Background: an optimization exercise with open tools, aiming at small area and a short achievable clock period. Do not read the settings as production practice. In this exercise RTL edits were held to simulation tests only and were not proved equivalent to the original. Power and IR drop assume default switching activity.

==> flow/design.v <==
module APB_INT_Count #(
    parameter DATA_WIDTH = 32,
    parameter ADDR_WIDTH = 16
)
(
    input  wire                     PCLK,
    input  wire                     PRESETn,
    input  wire                     PSEL,
    input  wire                     PENABLE,
    input  wire                     PWRITE,
    input  wire [ADDR_WIDTH-1:0]    PADDR,
    input  wire [DATA_WIDTH-1:0]    PWDATA,
    output reg  [DATA_WIDTH-1:0]    PRDATA,
    output reg                      PREADY,
    output reg                      PSLVERR,
    output wire                     linux_irq,
    output wire                     lim_irq,
    output wire                     itim_irq,
    input  wire                     linux_ack,
    input  wire                     lim_ack,
    input  wire                     itim_ack
);
    reg  [31:0] ctrl [1:3];
    reg  [31:0] cnt0 [1:3];           
    reg  [31:0] hist [1:3][1:9];      
    reg  [9:1]  fill [1:3];           
    reg         invalid_access;
    assign linux_irq = ctrl[1][0];
    assign lim_irq   = ctrl[2][0];
    assign itim_irq  = ctrl[3][0];
    wire [3:1] ack = {itim_ack, lim_ack, linux_ack};
    wire [3:1] irq = {itim_irq, lim_irq, linux_irq};
    wire       acc  = PSEL & PENABLE;
    wire       racc = acc & ~PWRITE;
    wire       nh0, nh1, nl, wacc3, racc3, qw, qr;
    g_nor4 u_nh0 (.a(PADDR[15:12]), .y(nh0));
    g_nor4 u_nh1 (.a(PADDR[11:8]),  .y(nh1));
    g_nor2 u_nl  (.a(PADDR[1:0]),   .y(nl));
    g_and3 u_wa  (.a({PSEL, PENABLE, PWRITE}), .y(wacc3));
    g_and3 u_ra  (.a({PSEL, PENABLE, ~PWRITE}), .y(racc3));
    g_and4 u_qw  (.a({nh0, nh1, nl, wacc3}), .y(qw));
    g_and4 u_qr  (.a({nh0, nh1, nl, racc3}), .y(qr));
    wire       hi0 = nh0 & nh1 & nl;
    wire [7:0] pa, pb;
    genvar gi;
    generate
        for (gi = 0; gi < 8; gi = gi + 1) begin : g_pre
            wire [2:0] kk = gi;
            g_and3 u_pa (.a(PADDR[7:5] ~^ kk), .y(pa[gi]));
            g_and3 u_pb (.a(PADDR[4:2] ~^ kk), .y(pb[gi]));
        end
    endgenerate
    wire [47:0] dw;
    generate
        for (gi = 0; gi < 48; gi = gi + 1) begin : g_dw
            assign dw[gi] = pa[gi >> 3] & pb[gi & 7];
        end
    endgenerate
    wire [3:1] wr_ctrl, load;
    g_and3 u_wc1 (.a({qw, pa[0], pb[1]}), .y(wr_ctrl[1]));
    g_and3 u_wc2 (.a({qw, pa[0], pb[2]}), .y(wr_ctrl[2]));
    g_and3 u_wc3 (.a({qw, pa[0], pb[3]}), .y(wr_ctrl[3]));
    g_and3 u_ld1 (.a({qw, pa[0], pb[4]}), .y(load[1]));
    g_and3 u_ld2 (.a({qw, pa[2], pb[0]}), .y(load[2]));
    g_and3 u_ld3 (.a({qw, pa[4], pb[0]}), .y(load[3]));
    wire [3:0] lo = PADDR[5:2];
    wire       wvalid = hi0 & (dw[0] | dw[1] | dw[2] | dw[3] | dw[4] | dw[16] | dw[32]);
    wire       rvalid = hi0 & ((PADDR[7:6] == 2'b00) & (lo <= 4'd13)
                             | (PADDR[7:6] == 2'b01) & (lo <= 4'd9)
                             | (PADDR[7:6] == 2'b10) & (lo <= 4'd9));
    localparam NSRC = 34;
    wire [NSRC-1:0] rsel;
    wire [31:0]     rsrc [0:NSRC-1];
    assign rsel[0] = dw[0];                                     
    assign rsrc[0] = 32'h0000_0001;
    function integer cbase;
        input integer ch;
        cbase = (ch == 1) ? 4 : (ch == 2) ? 16 : 32;
    endfunction
    genvar rc, rs;
    generate
        for (rc = 1; rc <= 3; rc = rc + 1) begin : g_rsel
            assign rsel[rc] = dw[rc];
            assign rsrc[rc] = ctrl[rc];
            assign rsel[rc + 3] = dw[cbase(rc)];
            assign rsrc[rc + 3] = cnt0[rc];
            for (rs = 1; rs <= 9; rs = rs + 1) begin : g_hist
                assign rsel[6 + (rc - 1) * 9 + rs] = dw[cbase(rc) + rs] & fill[rc][rs];
                assign rsrc[6 + (rc - 1) * 9 + rs] = hist[rc][rs];
            end
        end
    endgenerate
    wire [31:0] rmux;
    genvar rb, rk;
    generate
        for (rb = 0; rb < 32; rb = rb + 1) begin : g_rbit
            wire [NSRC-1:0] d;
            for (rk = 0; rk < NSRC; rk = rk + 1) begin : g_k
                assign d[rk] = rsrc[rk][rb];
            end
            rd_bit #(.N(NSRC)) u_rd (.sel(rsel), .d(d), .q(rmux[rb]));
        end
    endgenerate
    wire [31:0] rdata = ({32{qr}} & rmux) | ({32{~racc}} & PRDATA);
    genvar gc;
    integer k;
    generate
        for (gc = 1; gc <= 3; gc = gc + 1) begin : g_ch
            wire shift = ack[gc] & ~irq[gc] & ~load[gc];
            wire [31:0] cnt0_d;
            cnt_next u_cnt (.q(cnt0[gc]), .pw(PWDATA), .rstn(PRESETn), .load(load[gc]),
                            .inc(irq[gc]), .clr(ack[gc]), .d(cnt0_d));
            always @(posedge PCLK)
                cnt0[gc] <= cnt0_d;
            always @(posedge PCLK) begin
                if (!PRESETn)
                    fill[gc] <= 9'd0;
                else if (shift)
                    fill[gc] <= {fill[gc][8:1], 1'b1};
            end
            always @(posedge PCLK) begin
                if (shift) begin
                    hist[gc][1] <= cnt0[gc];
                    for (k = 2; k <= 9; k = k + 1)
                        hist[gc][k] <= hist[gc][k - 1];
                end
            end
        end
    endgenerate
    integer c;
    always @(posedge PCLK or negedge PRESETn) begin
        if (!PRESETn) begin
            ctrl[1] <= 32'd0;
            ctrl[2] <= 32'd0;
            ctrl[3] <= 32'd0;
            PRDATA <= 32'd0;
            PREADY <= 1'b0;
            PSLVERR <= 1'b0;
            invalid_access <= 1'b0;
        end else begin
            for (c = 1; c <= 3; c = c + 1) begin
                if (wr_ctrl[c])
                    ctrl[c] <= PWDATA;
                else if (ack[c])
                    ctrl[c][0] <= 1'b0;
            end
            PRDATA <= rdata;
            invalid_access <= acc & ~(PWRITE ? wvalid : rvalid);
            PREADY <= acc & ~invalid_access;
            PSLVERR <= acc & invalid_access;
        end
    end
endmodule
module rd_bit #(
    parameter N = 2
) (
    input  wire [N-1:0] sel,
    input  wire [N-1:0] d,
    output wire         q
);
    assign q = |(sel & d);
endmodule
module cnt_next (
    input  wire [31:0] q,
    input  wire [31:0] pw,
    input  wire        rstn,
    input  wire        load,
    input  wire        inc,
    input  wire        clr,
    output wire [31:0] d
);
    wire [7:0] g;
    wire [7:0] gin;
    wire [31:0] c;
    genvar i;
    generate
        for (i = 0; i < 8; i = i + 1) begin : g_grp
            assign g[i] = &q[4 * i + 3:4 * i];
            if (i == 0) begin : g_first
                assign gin[i] = 1'b1;
            end else begin : g_rest
                assign gin[i] = &g[i - 1:0];
            end
            assign c[4 * i]     = gin[i];
            assign c[4 * i + 1] = gin[i] & q[4 * i];
            assign c[4 * i + 2] = gin[i] & q[4 * i] & q[4 * i + 1];
            assign c[4 * i + 3] = gin[i] & q[4 * i] & q[4 * i + 1] & q[4 * i + 2];
        end
    endgenerate
    wire ld = rstn & load;
    wire up = rstn & ~load & inc;
    wire hd = rstn & ~load & ~inc & ~clr;
    assign d = ({32{ld}} & pw) | ({32{up}} & (q ^ c)) | ({32{hd}} & q);
endmodule
module g_nor4 (input wire [3:0] a, output wire y);
    assign y = ~|a;
endmodule
module g_nor2 (input wire [1:0] a, output wire y);
    assign y = ~|a;
endmodule
module g_and3 (input wire [2:0] a, output wire y);
    assign y = &a;
endmodule
module g_and4 (input wire [3:0] a, output wire y);
    assign y = &a;
endmodule
clock: 10.0 ns
lec_check: 0
cap_margin: 20
core_margin: 2
core_utilization: 40
cts_buf_list: sky130_fd_sc_hd__clkbuf_16
cts_cluster_diameter: 90
cts_cluster_size: 22
setup_slack_margin: 5
slew_margin: 20
synth_hierarchical: 1
synth_minimum_keep_size: 0
standard.sh (not shown) runs the stock make flow with config.mk's settings and CLKGATE_MAP_FILE= SYNTH_SCRIPT=/design/flow/synth_recipe.tcl, a recipe that flattens the netlist after the stock synthesis.
==> flow/flow/run.sh <==
#!/bin/bash
set -euo pipefail
bash standard.sh SETUP_SLACK_MARGIN=6.5 'BUFFER_PORTS_ARGS=-buffer_cell sky130_fd_sc_hd__buf_2' finish > flow_make.log 2>&1
The first run finished with timing, DRC and antenna clean.
==> next run, changes <==
--- a/flow/design.v
+++ b/flow/design.v
@@ -91,5 +91,5 @@
         end
     endgenerate
-    wire [31:0] rmux;
+    wire [31:0] rmux_n;
     genvar rb, rk;
     generate
@@ -99,8 +99,8 @@
                 assign d[rk] = rsrc[rk][rb];
             end
-            rd_bit #(.N(NSRC)) u_rd (.sel(rsel), .d(d), .q(rmux[rb]));
-        end
-    endgenerate
-    wire [31:0] rdata = ({32{qr}} & rmux) | ({32{~racc}} & PRDATA);
+            rd_bit_n u_rd (.sel(rsel), .d(d), .qn(rmux_n[rb]));
+        end
+    endgenerate
+    wire [31:0] rdata = ({32{qr}} & ~rmux_n) | ({32{~racc}} & PRDATA);
     genvar gc;
     integer k;
@@ -152,12 +152,22 @@
     end
 endmodule
-module rd_bit #(
-    parameter N = 2
-) (
-    input  wire [N-1:0] sel,
-    input  wire [N-1:0] d,
-    output wire         q
+module rd_bit_n (
+    input  wire [33:0] sel,
+    input  wire [33:0] d,
+    output wire        qn
 );
-    assign q = |(sel & d);
+    wire [11:0] t;
+    genvar i;
+    generate
+        for (i = 0; i < 11; i = i + 1) begin : g_aoi
+            g_a222oi u_a (.a(sel[3 * i + 2:3 * i]), .b(d[3 * i + 2:3 * i]), .y(t[i]));
+        end
+    endgenerate
+    g_nand2 u_last (.a({sel[33], d[33]}), .y(t[11]));
+    wire [2:0] u;
+    g_nand4 u_n0 (.a(t[3:0]),  .y(u[0]));
+    g_nand4 u_n1 (.a(t[7:4]),  .y(u[1]));
+    g_nand4 u_n2 (.a(t[11:8]), .y(u[2]));
+    g_nor3  u_o  (.a(u), .y(qn));
 endmodule
 module cnt_next (
@@ -205,2 +215,14 @@
     assign y = &a;
 endmodule
+module g_a222oi (input wire [2:0] a, input wire [2:0] b, output wire y);
+    assign y = ~|(a & b);
+endmodule
+module g_nand2 (input wire [1:0] a, output wire y);
+    assign y = ~&a;
+endmodule
+module g_nand4 (input wire [3:0] a, output wire y);
+    assign y = ~&a;
+endmodule
+module g_nor3 (input wire [2:0] a, output wire y);
+    assign y = ~|a;
+endmodule
Non-clock buffer count falls by 154.
Maximum frequency rises by 3.4%.
Combinational power falls by about 23%.
Cell area falls by about 8%.
Hold slack is better by 0.0094 ns.

==> separate check: timing with driven ports <==
In the flow no input, the clock included, has a driving cell. The finished layouts below were timed again as built, in two steps.
Step 1 sets driving cells, clkbuf_16 on the clock port and buf_2 on the other inputs (assumed; they add their load-dependent delay and slew).
Step 2, shift: input delay + t, output delay - t, t = (earliest + latest rising clock arrival at the registers) / 2. This alone moves slack from input paths to output paths.
Slacks: no drivers / after step 1 / after step 2; pairs: no drivers / after step 1.
run | shift t [ns] | setup WS [ns] | worst setup path after step 2
the first run | 0.737 | 6.225 / 6.227 / 5.490 | input to register
the second run | 0.726 | 6.349 / 6.376 / 5.650 | input to register
After both steps setup and hold are still met in every run listed. For the first run, which loses most, drivers alone change the setup slack by +0.002 ns; drivers and shift together by -0.735 ns.
